This design comes from an exercise in tuning for small area on the open sky130 flow, not from production work.
Function was checked by simulation only, so behaviour that the tests miss may differ from the original.

==> flow/design.v, too long to show whole: its modules and the start of the top module <==
// module Cordic: 1801 lines
module Cordic(input clk, input signed [15:0] Xin, input signed [15:0] Yin, output signed [15:0] norm, output signed [15:0] inclination);
  // ...
==> flow/flow/run.sh <==
#!/bin/bash
# The standard layout, except that Yosys's generic "abc -fast" step before
# full-adder extraction is skipped (SYNTH_ARGS=-noabc), so the ripple-carry
# adders written in the RTL map straight onto sky130 fa/ha cells.
set -euo pipefail
export SYNTH_ARGS=-noabc
bash standard.sh > standard.log 2>&1
==> flow/standard.sh <==
#!/bin/bash
# synth_recipe.tcl (not shown) runs the flow's synth.tcl, then flattens the netlist and writes it again
# the make line also repeats each setting of config.mk as NAME=value (left out here)
make -C /OpenROAD-flow-scripts/flow DESIGN_CONFIG=/design/flow/config.mk WORK_HOME=/design/flow/orfs CLKGATE_MAP_FILE= SYNTH_SCRIPT=/design/flow/synth_recipe.tcl "${@:-finish}"
==> flow/config.mk <==
export PLATFORM = sky130hd
export DESIGN_NAME = Cordic
export DESIGN_NICKNAME = Cordic
export VERILOG_FILES = /design/flow/design.v
export SDC_FILE = /design/flow/constraint.sdc
export NUM_CORES = 4
export LEC_CHECK = 0
export CAP_MARGIN = 20
export CORE_MARGIN = 2
export CORE_UTILIZATION = 40
export CTS_BUF_LIST = sky130_fd_sc_hd__clkbuf_16
export CTS_CLUSTER_DIAMETER = 100
export CTS_CLUSTER_SIZE = 25
export SLEW_MARGIN = 20
==> flow/constraint.sdc <==
create_clock -name core_clock -period 7.0 [get_ports {clk}]
set_input_delay 1.4000 -clock core_clock [delete_from_list [all_inputs] [get_ports {clk}]]
set_output_delay 1.4000 -clock core_clock [all_outputs]
set_load 0.01 [all_outputs]
==> summary.txt, run 1 <==
Run status:
- The run finished with no timing, DRC or antenna violations.

Worst setup path:
- The critical register-to-register path endpoint is r7_849.
- The critical path runs through a total of 14 cells.
- The classification of the worst setup path is reg -> out.
- The longest individual stage delay on the worst path is 520 ps.
- The worst setup slack for register-to-register paths is 670 ps.
- The critical path ends at norm[14].

Layout:
- The area taken by flip-flops and latches is 0.00661 mm².
- Of all the cell area in the finished design, the clock network holds 2.31%.
- The layout buffering overhead excluding clock cells is 3.96%.

Floorplan:
- The die is 216 µm wide.
- The inserted tap cell count is 592.

Hold path:
- The min-delay analysis places its worst path in the category reg -> reg.

Clock tree:
- Counting every sink on the clock net gives 330.

Detailed routing:
- The highest layer used for signal routing is met4.
- For this run, the detailed router's first-pass iteration total came to 4.
- For this block, the routed nets add up to 27,800 µm of wire.

GRT:
- The global routing met2 resource utilization is 25.8%.
- The global-route wire length before repair is 48,700 µm.

Logic synthesis:
- In this run, synthesis inferred 0 flip-flops with an integrated enable.
- The post-synthesis net count is 1,742.
- Summing the areas of all xor and xnor instances in the mapped netlist gives 16.2% of the synthesized area.

Timing:
- For the pin with the worst max-slew slack, the measured transition is 756 ps.
==> run 2: changes to the inputs <==
--- a/flow/config.mk
+++ b/flow/config.mk
@@ -8,7 +8,4 @@
 export CAP_MARGIN = 20
 export CORE_MARGIN = 2
 export CORE_UTILIZATION = 40
-export CTS_BUF_LIST = sky130_fd_sc_hd__clkbuf_16
-export CTS_CLUSTER_DIAMETER = 100
-export CTS_CLUSTER_SIZE = 25
 export SLEW_MARGIN = 20
==> run 2 against run 1 <==
Net effect:
- still clean on timing, DRC and antenna
- final area increased by 4.6%
- global-route usage increased by 0.46 points
- utilization increased by 2.0 points
- critical path type unchanged
- highest routed layer unchanged
==> summary.txt, run 2 <==
Timing:
- Counting I/O delays and the setup requirement, the final critical path takes 6490 ps.
- After routing, the total negative slack on setup checks comes to 0 ps.
- The number of hold violations in the final report was 0.
- The highest clock rate is 154 MHz.
- Across the routed clock network, the largest skew measured is 8.54 ps.
- The max-slew headroom at the worst pin is 49.2%.
- The minimum setup slack in the final design is 514 ps.
- Setup violations remaining at the end of the flow were counted as 0.
- The transition time at the pin with the least slew margin is 756 ps (+0.194 ps).
- Setup repair after global routing left no endpoint under its margin.
- Dividing the final minimum period by the clock period gives 92.7%.
- The final-report max-slew violation count is 0.

GRT:
- The number of global-route vias before repair is 10,040.
- The total overflow left after global routing is 0.
- The number of antenna violations at the first check in global routing is 0.
- Across every metal layer, demand over resource in global routing totals 13.3%.
- The global-route wire length before repair was 49,600 µm (+1.8%).
- The maximum number of pins on one net before global-route repair is 23.

Detailed routing:
- The residual DRC count is 0.
- The remaining antenna violation count is 0.
- Summing over every cut layer, the via total after detailed routing is 8,533.
- The aggregate routed wire length is 28,500 µm (+2.5%).
- The detailed router finished its first iteration with 160 violations.
- After detailed routing, the average wire length per cell comes to 14.3 µm.
- The via density per instance is 4.29.
- The iteration count of the initial detailed-routing pass is 4 (unchanged).

Floorplan:
- The height of the die is 216 µm.
- The overall die area is 0.0465 mm².
- The placeable core region is 0.0442 mm².
- 65 I/O pins were placed.
- The initialized floorplan defines 77 standard-cell rows.
- The horizontal die dimension is 216 µm (unchanged).
- The initial utilization of the core area, before any placement, comes to 40.5%.

Place:
- At the end of routability-driven placement, the weighted congestion stood at 0.775.
- The detailed-placement wirelength estimate is 23,700 µm.
- Prior to clock tree synthesis, the placed netlist has a worst setup slack of 697 ps.
- The number of port buffers is 63.

Logic synthesis:
- After synthesis, flip-flops and latches occupy 36.9% of the total area.
- The prevailing post-synth register cell is sky130_fd_sc_hd__dfxtp_1.
- The number of synthesized register bits is 330.
- By count the netlist is led by sky130_fd_sc_hd__dfxtp_1, sky130_fd_sc_hd__fa_1, sky130_fd_sc_hd__ha_1.
- Averaged over all synthesized cells, the footprint is 13.8 µm².
- The synthesized design spends more area on one cell type than any other, namely sky130_fd_sc_hd__dfxtp_1.
- In the synthesized netlist the async set-or-reset flop fraction comes to 0%.
- In the post-synthesis netlist, the biggest area contributors are sky130_fd_sc_hd__dfxtp_1, sky130_fd_sc_hd__fa_1, sky130_fd_sc_hd__ha_1, sky130_fd_sc_hd__xnor2_1, sky130_fd_sc_hd__xor2_1.
- The number of enable-type register cells in the synthesized netlist was 0 (unchanged).
- For this run, the number of Yosys warnings is 1.
- The most repeated cell in the gate-level netlist after synthesis is sky130_fd_sc_hd__dfxtp_1.
- Synthesis handed over a netlist of 1,299 instances.
- In this run the cell area of the synthesized design comes to 0.0179 mm².
- The post-synthesis net count is 1,742 (unchanged).
- The share of the synthesized area in the top cell type is 36.9%.
- The distinct cell type count after synthesis is 44.

Worst setup path:
- The critical path data arrival time is 5090 ps.
- The critical path in this run is classified as reg -> out.
- The cell family with the largest share of critical-path delay is adder cells.
- The critical path goes through inv_1 -> fa_1 -> fa_1 -> fa_1 -> ha_1 -> fa_1 -> ha_1 -> ha_1 -> ha_1 -> fa_1 -> ha_1 -> ha_1 -> ha_1 -> clkdlybuf4s50_1.
- The slowest stage of the critical path belongs to the cell sky130_fd_sc_hd__clkdlybuf4s50_1.
- STA puts the critical path data required time at 5600 ps.
- Among the stages of the critical path, the cell type that occurs most often is sky130_fd_sc_hd__ha_1.
- Of all nets on the critical path, the largest fanout is 2.
- The longest individual stage delay on the worst path is 520 ps (about the same).
- The critical path startpoint category is a flop.
- The sum of buffers and inverters on the critical path is 2.
- The type of destination of the critical path is a primary output.

Clock tree:
- The longest clock path from root to sink contains 3 buffers.
- The clock sink count is 330 (unchanged).
- The total CTS buffers is 39.
- The count of H-tree levels built during CTS is 2.
- The buffers inserted during post-CTS setup optimization is 0.
- The hold-fix buffer count after cts is 0.
- The cell sitting at the root of the clock tree is a sky130_fd_sc_hd__clkbuf_16.
- After clock tree synthesis, the clock-pin slew on the worst setup and hold paths is 60 ps.
- The clock tree from TritonCTS is built.
- The insertion delay to the later sink of the worst-skew pair is 540 ps.

Layout:
- The final-stage net count is 1,812.
- The share of cells above drive strength 1 is 6.66%.
- In the layout the commonest cells are sky130_fd_sc_hd__dfxtp_1, sky130_fd_sc_hd__fa_1, sky130_fd_sc_hd__ha_1, sky130_fd_sc_hd__xnor2_1, sky130_fd_sc_hd__xor2_1.
- The area taken by flip-flops and latches is 0.00661 mm² (unchanged).
- The fill cell instance count of the final layout is 3,954.
- Leaving out fill and tap cells, the most frequent cell in the layout is sky130_fd_sc_hd__dfxtp_1.
- From synthesis to final layout, the design area changed by 14.3%.
- 0 antenna diodes ended up in the layout.
- The multi-input combinational cells in the finished layout cover a total of 0.0106 mm².

Hold path:
- In this run the worst hold path is classified as reg -> reg.

Run status:
- The run finished with no timing, DRC or antenna violations.

Job:
- The tool flagged a number of max-cap violations equal to 0.
## run 2: path summary, 6_finish.rpt
kind / start / end / slack, ps / cells after the start
max reg2reg: r6_585 / r7_849 / 690 / 24
min reg2reg: r7_550 / r8_550 / 320 / 0
min: r7_550 / r8_550 / 320 / 0
max: r9_1070 / norm[14] / 510 / 14
## run 2: cell families (layout without fill, tap and decap cells)
| logic type | Yosys count | after routing | synth area share, % |
|---|---|---|---|
| AOI/OAI and AO/OA | 60 | 60 | 2.45 |
| DFF | 330 | 330 | 36.9 |
| buffers and inverters | 160 | 257 | 3.98 |
| and+or+nand+nor | 33 | 33 | 1.12 |
| other | 1 | 1 | 0.0209 |
| adders and majority gates | 410 | 410 | 39.3 |
| xor gates and xnor gates | 305 | 305 | 16.2 |
## run 2: repair_timing
item,4_1_cts,5_1_grt
gates resized for setup,0,1
endpoints found under the setup margin,0,1
hold endpoints to repair,0,0
## run 2: worst reg2reg max path, stage by stage (launching register included)
cell	delay (ps)
sky130_fd_sc_hd__dfxtp_1	330
sky130_fd_sc_hd__xnor2_1	150
sky130_fd_sc_hd__fa_1	410
sky130_fd_sc_hd__fa_1	430
sky130_fd_sc_hd__fa_1	430
sky130_fd_sc_hd__fa_1	460
sky130_fd_sc_hd__or4b_1	190
sky130_fd_sc_hd__a21oi_1	50
sky130_fd_sc_hd__a221oi_4	330
sky130_fd_sc_hd__xnor2_2	230
sky130_fd_sc_hd__xor2_1	210
sky130_fd_sc_hd__ha_1	250
sky130_fd_sc_hd__a21o_1	160
sky130_fd_sc_hd__ha_1	270
sky130_fd_sc_hd__a21o_1	160
sky130_fd_sc_hd__ha_1	270
sky130_fd_sc_hd__a21o_1	160
sky130_fd_sc_hd__ha_1	260
sky130_fd_sc_hd__a21o_1	150
sky130_fd_sc_hd__ha_1	270
sky130_fd_sc_hd__a21o_1	160
sky130_fd_sc_hd__ha_1	270
sky130_fd_sc_hd__a21o_1	160
sky130_fd_sc_hd__ha_1	270
sky130_fd_sc_hd__a21o_1	160
## run 2: cell type report
| type | instances | area share [%] |
|---|---|---|
| sequential | 330 | 32.3 |
| multi-input combinational | 809 | 51.7 |
| clock inverter | 16 | 1.17 |
| inverter | 107 | 1.99 |
| tap | 592 | 3.62 |
| clock buffer | 52 | 5.46 |
| timing repair buffer | 82 | 3.79 |
## run 2: layer usage
layer / vias to the layer above / track usage [%] / part of all wire [%]
met4: 0 / 4.09 / 2.4
met2: 90 / 25.8 / 55
li1: 4179 / - / -
met5: - / 0 / 0
met1: 4215 / 14.5 / 39
met3: 49 / 2.76 / 3.3
## run 2: through the flow
stage | hold WS, ps | area, µm² | util [%] | instances
6_report | 324 | 20500 | 46.3 | 1988
3_5_place_dp | 312 | 19100 | 43.2 | 1920
5_1_grt | 329 | 20500 | 46.3 | 1988
2_1_floorplan | 310 | 17900 | - | 1299
4_1_cts | 326 | 20500 | 46.3 | 1988
3_3_place_gp | 314 | 19100 | 43.2 | 1920

-- separate check: timing with driven ports --
No port has a modelled driver above. Below, the same layouts with a new extraction and two added sets of constraints. Step 1 assumes that a clkbuf_16 drives the clock port and a buf_2 every other input. Step 2, shift: input delay + t, output delay - t, t = (earliest + latest rising clock arrival at the registers) / 2. This alone moves slack from input paths to output paths. Three values: no drivers, after step 1, after step 2; two values: the first two.
| run | shift t [ns] | setup slack, ns | worst setup path at the end |
|---|---|---|---|
| run 1 | 0.556 | 0.517 / 0.464 / 0.672 | register to register |
| run 2 | 0.581 | 0.514 / 0.463 / 0.688 | register to register |
After both steps setup and hold are still met in every run listed.
